This design comes from an exercise in tuning for small area, a short achievable clock period and few clock cycles per item on the open sky130 flow, not from production work.

## north
==> flow/design.v <==
module pdcch_top #(parameter
  TOP_CONFIG_BIT_WIDTH=110,
  CONT_CONFIG_BIT_WIDTH=105,
  OP_DATA_WIDTH=8,
  FIFO_DEPTH=16,
  PTR_SIZE=$clog2(FIFO_DEPTH)
)(
  input                             clk,
  input                             reset,
  input  [TOP_CONFIG_BIT_WIDTH-1:0] s_axis_top_config_data,
  input                             s_axis_top_config_valid,
  output                            s_axis_top_config_ready,
  output [OP_DATA_WIDTH-1:0]        m_axis_top_data,
  output                            m_axis_top_valid,
  input                             m_axis_top_ready
);
  localparam [30:0] X1C = 31'h5e485840;   
  localparam [30:0] R0  = 31'h0099110e;   
  localparam [30:0] R1  = 31'h0132221c;   
  wire [109:0] din  = s_axis_top_config_data;
  wire         vin  = s_axis_top_config_valid;
  wire         mrdy = m_axis_top_ready;
  wire [8:0]  bwpsize  = din[109:101];
  wire [11:0] bwpstart = din[100:89];
  wire [6:0]  slot     = din[86:80];
  wire [15:0] nid      = din[79:64];
  wire [3:0]  sym      = din[63:60];
  wire [12:0] doff     = din[57:45];
  wire        c1       = (din[88:87] == 2'd1);
  wire        dz       = (doff == 13'd0);
  wire        df       = |doff[12:3];
  function automatic [30:0] a1_2(input [30:0] s);
    a1_2 = {s[4]^s[1], s[3]^s[0], s[30:2]};
  endfunction
  function automatic [30:0] a2_2(input [30:0] s);
    a2_2 = {s[4]^s[3]^s[2]^s[1], s[3]^s[2]^s[1]^s[0], s[30:2]};
  endfunction
  function automatic [30:0] a1_16(input [30:0] s);
    integer m;
    reg [15:0] e;
    begin
      for (m = 0; m < 16; m = m + 1) e[m] = s[m] ^ s[m+3];
      a1_16 = {e, s[30:16]};
    end
  endfunction
  function automatic [30:0] a2_16(input [30:0] s);
    integer m;
    reg [15:0] e;
    begin
      for (m = 0; m < 16; m = m + 1) e[m] = s[m] ^ s[m+1] ^ s[m+2] ^ s[m+3];
      a2_16 = {e, s[30:16]};
    end
  endfunction
  reg        s_wait, s_mul, s_skip, s_acc, s_emit;
  reg [30:0] x1, u;
  reg [14:0] acc;
  reg [12:0] sk;
  reg        fast, skz;             
  reg [16:0] cnt;
  reg        last;                  
  reg [3:0]  j;
  reg        bjr;                   
  reg [1:0]  pst;
  reg        pcur;
  reg [1:0]  od;                    
  reg        ov;
  wire p_ok   = (pst == 2'd3);
  wire ofree  = !ov || mrdy;
  wire gen    = (s_emit || (s_acc && !cnt[16])) && ofree;
  wire load   = p_ok && (s_wait || (s_emit && ofree && last));
  wire sk_run = s_skip && !skz;
  wire [1:0] item = {x1[1] ^ (^(u & R1)), x1[0] ^ (^(u & R0))};
  wire cnt_hi0  = (cnt[16:4] == 13'd0);
  wire cnt_is1  = cnt_hi0 && (cnt[3:0] == 4'd1);
  wire cnt_is8  = cnt_hi0 && (cnt[3:0] == 4'd8);
  wire        dec8    = s_skip && fast;
  wire [13:0] cnt_hid = cnt[16:3] - 14'd1;
  wire [16:0] cnt_dec = {(dec8 || cnt[2:0] == 3'd0) ? cnt_hid : cnt[16:3],
                         dec8 ? cnt[2:0] : cnt[2:0] - 3'd1};
  wire sk_is1   = (sk == 13'd1);
  wire sk_is8   = (sk == 13'd8);
  wire [12:0] sk_dec = dec8 ? {sk[12:3] - 10'd1, sk[2:0]} : {sk[12:3], sk[2:0] - 3'd1};
  wire skip_end = fast ? sk_is8 : sk_is1;
  wire [10:0] a_val = {sk[10:4], 4'b0} - {3'b0, sk[10:4], 1'b0} + {7'b0, sk[3:0]} + 11'd1;
  wire [24:0] bin = {bwpstart, nid[12:0]};
  reg  [24:0] bsel;
  reg         bone;
  integer k;
  always @(*) begin
    bsel = 25'd0;
    bone = 1'b0;
    if (load)
      bsel[24] = 1'b1;                        
    else if (pst == 2'd1)
      bsel[12] = 1'b1;                        
    else if (s_mul) begin
      for (k = 1; k < 13; k = k + 1)
        if (j == k) bsel[12 + k] = 1'b1;      
    end else begin
      for (k = 2; k < 14; k = k + 1)
        if (j == k) bsel[k - 2] = 1'b1;       
      if (j == 4'd1) bone = 1'b1;             
    end
  end
  wire [14:0] acc_add = {acc[13:0], 1'b0} + {2'b0, sk};
  wire [10:0] three_b = {1'b0, sk[8:0], 1'b0} + {2'b0, sk[8:0]};   
  reg [12:0] sk_n;
  reg        sk_w, fast_n, skz_n;
  always @(*) begin
    sk_w   = 1'b0;
    sk_n   = sk;
    fast_n = fast && (sk[12:3] != 10'd1);
    skz_n  = skip_end;
    if (!pcur) begin
      if (vin) begin sk_w = 1'b1; sk_n = {2'b00, slot, sym}; end
    end else if (pst == 2'd1) begin
      sk_w = 1'b1; sk_n = {2'b00, a_val};
    end else if (pst == 2'd2 && j == 4'd0 && !s_mul) begin
      sk_w = 1'b1; sk_n = {4'd0, bwpsize};
    end
    if (load) begin
      sk_w   = 1'b1;
      sk_n   = c1 ? {2'b0, three_b} : doff;
      fast_n = df;
      skz_n  = dz;
    end else if (s_mul) begin
      sk_w   = (pst == 2'd3);
      sk_n   = doff;
      fast_n = df;
      skz_n  = dz;
    end else if (sk_run) begin
      sk_w   = 1'b1;
      sk_n   = sk_dec;
    end
  end
  always @(posedge clk) begin
    if (sk_w) begin
      sk   <= sk_n;
      fast <= fast_n;
      skz  <= skz_n;
    end
  end
  wire lfsr_en = load || sk_run || gen;
  always @(posedge clk) begin
    if (lfsr_en) begin
      if (load) begin
        u  <= {acc[13:0], nid, 1'b0};
        x1 <= X1C;
      end else if (s_skip && fast) begin
        x1 <= a1_16(x1);
        u  <= a2_16(u);
      end else begin
        x1 <= a1_2(x1);
        u  <= a2_2(u);
      end
    end
  end
  always @(posedge clk) begin
    if (load) begin
      cnt  <= {5'd0, three_b, 1'b0};
      last <= (sk[8:0] == 9'd0);
    end else if (s_mul) begin
      cnt  <= {1'b0, acc, 1'b0};         
      last <= (acc == 15'd0);
    end else if (sk_run || gen) begin
      cnt  <= cnt_dec;
      last <= (s_skip && fast) ? cnt_is8 : cnt_is1;
    end
  end
  always @(posedge clk) begin
    bjr <= bone | (|(bin & bsel));
    if (load) begin
      acc <= 15'd0;
      j   <= 4'd11;
    end else if (!pcur) begin
      acc <= 15'd0;
    end else if (pst == 2'd1) begin
      j   <= 4'd13;
    end else if (pst == 2'd2) begin
      acc <= bjr ? acc_add : {acc[13:0], 1'b0};
      j   <= j - 4'd1;
    end
  end
  always @(posedge clk) begin
    if (reset) begin
      s_wait <= 1'b1;
      s_mul  <= 1'b0;
      s_skip <= 1'b0;
      s_acc  <= 1'b0;
      s_emit <= 1'b0;
      pst    <= 2'd0;
      pcur   <= 1'b0;
      ov     <= 1'b0;
    end else begin
      if (gen) begin
        od <= item;
        ov <= 1'b1;
      end else if (mrdy)
        ov <= 1'b0;
      if (!pcur) begin
        if (vin) begin
          pst  <= 2'd1;
          pcur <= 1'b1;
        end
      end else if (pst == 2'd1)
        pst <= 2'd2;
      else if (pst == 2'd2 && j == 4'd0)
        pst <= 2'd3;
      if (load && c1)
        pst <= 2'd2;
      if (s_acc) begin
        pcur <= 1'b0;
        pst  <= 2'd0;
      end
      if (load) begin
        s_wait <= 1'b0;
        s_emit <= 1'b0;
        s_mul  <= c1;
        s_acc  <= !c1 && dz;
        s_skip <= !c1 && !dz;
      end else if (s_mul) begin
        if (pst == 2'd3) begin
          s_mul  <= 1'b0;
          s_skip <= 1'b1;
        end
      end else if (s_skip) begin
        if (skz || skip_end) begin
          s_skip <= 1'b0;
          s_acc  <= 1'b1;
        end
      end else if (s_acc) begin
        s_acc <= 1'b0;
        if (cnt[16] || (gen && last)) s_wait <= 1'b1;
        else                          s_emit <= 1'b1;
      end else if (s_emit) begin
        if (gen && last) begin
          s_emit <= 1'b0;
          s_wait <= 1'b1;
        end
      end
    end
  end
  assign s_axis_top_config_ready = s_acc;
  assign m_axis_top_valid = ov;
  assign m_axis_top_data  = {6'b000000, od};
endmodule
Settings: LEC_CHECK=0, ABC_CLOCK_PERIOD_IN_PS=2500, CAP_MARGIN=20, CORE_MARGIN=2, CORE_UTILIZATION=40, CTS_BUF_LIST=sky130_fd_sc_hd__clkbuf_8, CTS_CLUSTER_DIAMETER=80, CTS_CLUSTER_SIZE=30, SLEW_MARGIN=20; clock period 8.5 ns.
standard.sh (not shown) runs the stock make flow with config.mk's settings and CLKGATE_MAP_FILE= SYNTH_SCRIPT=/design/flow/synth_recipe.tcl, a recipe that flattens the netlist after the stock synthesis.
==> flow/flow/run.sh <==
#!/bin/bash
# Standard layout with two changes: the port buffers are buf_1 (inputs) and
# buf_4 (outputs) instead of the default choice (a slow delay buffer), and
# repair_timing aims at a larger setup margin.
set -euo pipefail
here=$(cd "$(dirname "$0")" && pwd)
export BUFFER_PORTS_ARGS="-inputs -buffer_cell sky130_fd_sc_hd__buf_1"
export PRE_GLOBAL_PLACE_TCL="$here/ports.tcl"
export SETUP_SLACK_MARGIN=5.8
bash standard.sh > standard_flow.log 2>&1
==> flow/flow/ports.tcl <==
# Output ports get buf_4 buffers (they drive the 10 fF port load); the input
# ports are buffered with buf_1 through BUFFER_PORTS_ARGS.
buffer_ports -outputs -buffer_cell sky130_fd_sc_hd__buf_4
Edits applied to the flow inputs when going from north to south:
-- flow/design.v --
<<< north, line 27
  wire [3:0]  sym      = din[63:60];
  wire [12:0] doff     = din[57:45];
  wire        c1       = (din[88:87] == 2'd1);
  wire        dz       = (doff == 13'd0);
  wire        df       = |doff[12:3];
  function automatic [30:0] a1_2(input [30:0] s);
    a1_2 = {s[4]^s[1], s[3]^s[0], s[30:2]};
>>> south, line 27
  wire [3:0]  sym      = din[63:60];
  wire [12:0] doff     = din[57:45];
  function automatic [30:0] a1_2(input [30:0] s);
    a1_2 = {s[4]^s[1], s[3]^s[0], s[30:2]};
<<< north, line 55
  reg [30:0] x1, u;
  reg [14:0] acc;
  reg [12:0] sk;
  reg        fast, skz;             
>>> south, line 52
  reg [30:0] x1, u;
  reg [14:0] acc;
  reg        c1, dz, df;            
  reg [12:0] sk;
  reg        fast, skz;             
<<< north, line 63
  reg [1:0]  pst;
  reg        pcur;
  reg [1:0]  od;                    
  reg        ov;
  wire p_ok   = (pst == 2'd3);
  wire ofree  = !ov || mrdy;
  wire gen    = (s_emit || (s_acc && !cnt[16])) && ofree;
  wire load   = p_ok && (s_wait || (s_emit && ofree && last));
  wire sk_run = s_skip && !skz;
  wire [1:0] item = {x1[1] ^ (^(u & R1)), x1[0] ^ (^(u & R0))};
>>> south, line 61
  reg [1:0]  pst;
  reg        pcur;
  reg [1:0]  od, td;                
  reg        ov, tv;
  wire p_ok   = (pst == 2'd3);
  wire gen    = (s_emit || (s_acc && !cnt[16])) && !tv;
  wire load   = p_ok && (s_wait || (s_emit && !tv && last));
  wire sk_run = s_skip && !skz;
  wire [1:0] item = {x1[1] ^ (^(u & R1)), x1[0] ^ (^(u & R0))};
<<< north, line 82
  wire [12:0] sk_dec = dec8 ? {sk[12:3] - 10'd1, sk[2:0]} : {sk[12:3], sk[2:0] - 3'd1};
  wire skip_end = fast ? sk_is8 : sk_is1;
  wire [10:0] a_val = {sk[10:4], 4'b0} - {3'b0, sk[10:4], 1'b0} + {7'b0, sk[3:0]} + 11'd1;
  wire [24:0] bin = {bwpstart, nid[12:0]};
  reg  [24:0] bsel;
>>> south, line 79
  wire [12:0] sk_dec = dec8 ? {sk[12:3] - 10'd1, sk[2:0]} : {sk[12:3], sk[2:0] - 3'd1};
  wire skip_end = fast ? sk_is8 : sk_is1;
  wire [10:0] a_val = {acc[10:4], 4'b0} - {3'b0, acc[10:4], 1'b0} + {7'b0, acc[3:0]} + 11'd1;
  wire [24:0] bin = {bwpstart, nid[12:0]};
  reg  [24:0] bsel;
<<< north, line 113
    skz_n  = skip_end;
    if (!pcur) begin
      if (vin) begin sk_w = 1'b1; sk_n = {2'b00, slot, sym}; end
    end else if (pst == 2'd1) begin
      sk_w = 1'b1; sk_n = {2'b00, a_val};
>>> south, line 110
    skz_n  = skip_end;
    if (!pcur) begin
    end else if (pst == 2'd1) begin
      sk_w = 1'b1; sk_n = {2'b00, a_val};
<<< north, line 169
  end
  always @(posedge clk) begin
    bjr <= bone | (|(bin & bsel));
    if (load) begin
>>> south, line 165
  end
  always @(posedge clk) begin
    c1 <= (din[88:87] == 2'd1);
    dz <= (doff == 13'd0);
    df <= |doff[12:3];
    bjr <= bone | (|(bin & bsel));
    if (load) begin
<<< north, line 174
      j   <= 4'd11;
    end else if (!pcur) begin
      acc <= 15'd0;
    end else if (pst == 2'd1) begin
      j   <= 4'd13;
    end else if (pst == 2'd2) begin
>>> south, line 173
      j   <= 4'd11;
    end else if (!pcur) begin
      acc <= {4'd0, slot, sym};          
    end else if (pst == 2'd1) begin
      acc <= 15'd0;
      j   <= 4'd13;
    end else if (pst == 2'd2) begin
<<< north, line 192
      pcur   <= 1'b0;
      ov     <= 1'b0;
    end else begin
      if (gen) begin
        od <= item;
        ov <= 1'b1;
      end else if (mrdy)
        ov <= 1'b0;
>>> south, line 192
      pcur   <= 1'b0;
      ov     <= 1'b0;
      tv     <= 1'b0;
    end else begin
      if (tv) begin
        if (mrdy) begin
          od <= td;
          tv <= 1'b0;
        end
      end else if (gen) begin
        if (!ov || mrdy) begin
          od <= item;
          ov <= 1'b1;
        end else begin
          td <= item;
          tv <= 1'b1;
        end
      end else if (mrdy)
        ov <= 1'b0;
==> comparison <==
- south does worse than north on clock power.
- Of the two values seen for type of the worst setup path, flop to flop was produced by south and input pin to flop by north.
- Looking at global-route wire length before repair across both flows, south is the weaker of the two, with north ahead.
- ~same routed via count divided by cell count in north and south
- Looking at synthesized instance count across north and south, the one that comes out lower is north.
- south: hold slack lower than north
Function was not checked in any run of this note: the RTL went through the layout flow alone.

## what the ideal ports hide
The flow's constraints put no driver on any port. The routed layouts listed below were extracted and timed again, unchanged, in two steps.
Step 1: set_driving_cell puts a clkbuf_16 on clk and a buf_2 on each other input, an assumption about the parent block.
Step 2 moves the port delays by t, midway between the first and last clock arrival at a register: inputs arrive t later, outputs are due t later. That takes back most of the time a late clock gives input paths.
Three values: ideal ports, drivers, drivers and shift; two values: the first two.
run | shift t [ns] | setup WS [ns] | worst slew at a driven data input, ns
north | 0.499 | 5.679 / 5.696 / 5.197 | 0.04
south | 0.514 | 5.873 / 5.843 / 5.460 | 0.05
After both steps every run listed still meets setup and hold. For north, which loses most, drivers alone change the setup slack by +0.017 ns; drivers and shift together by -0.482 ns.
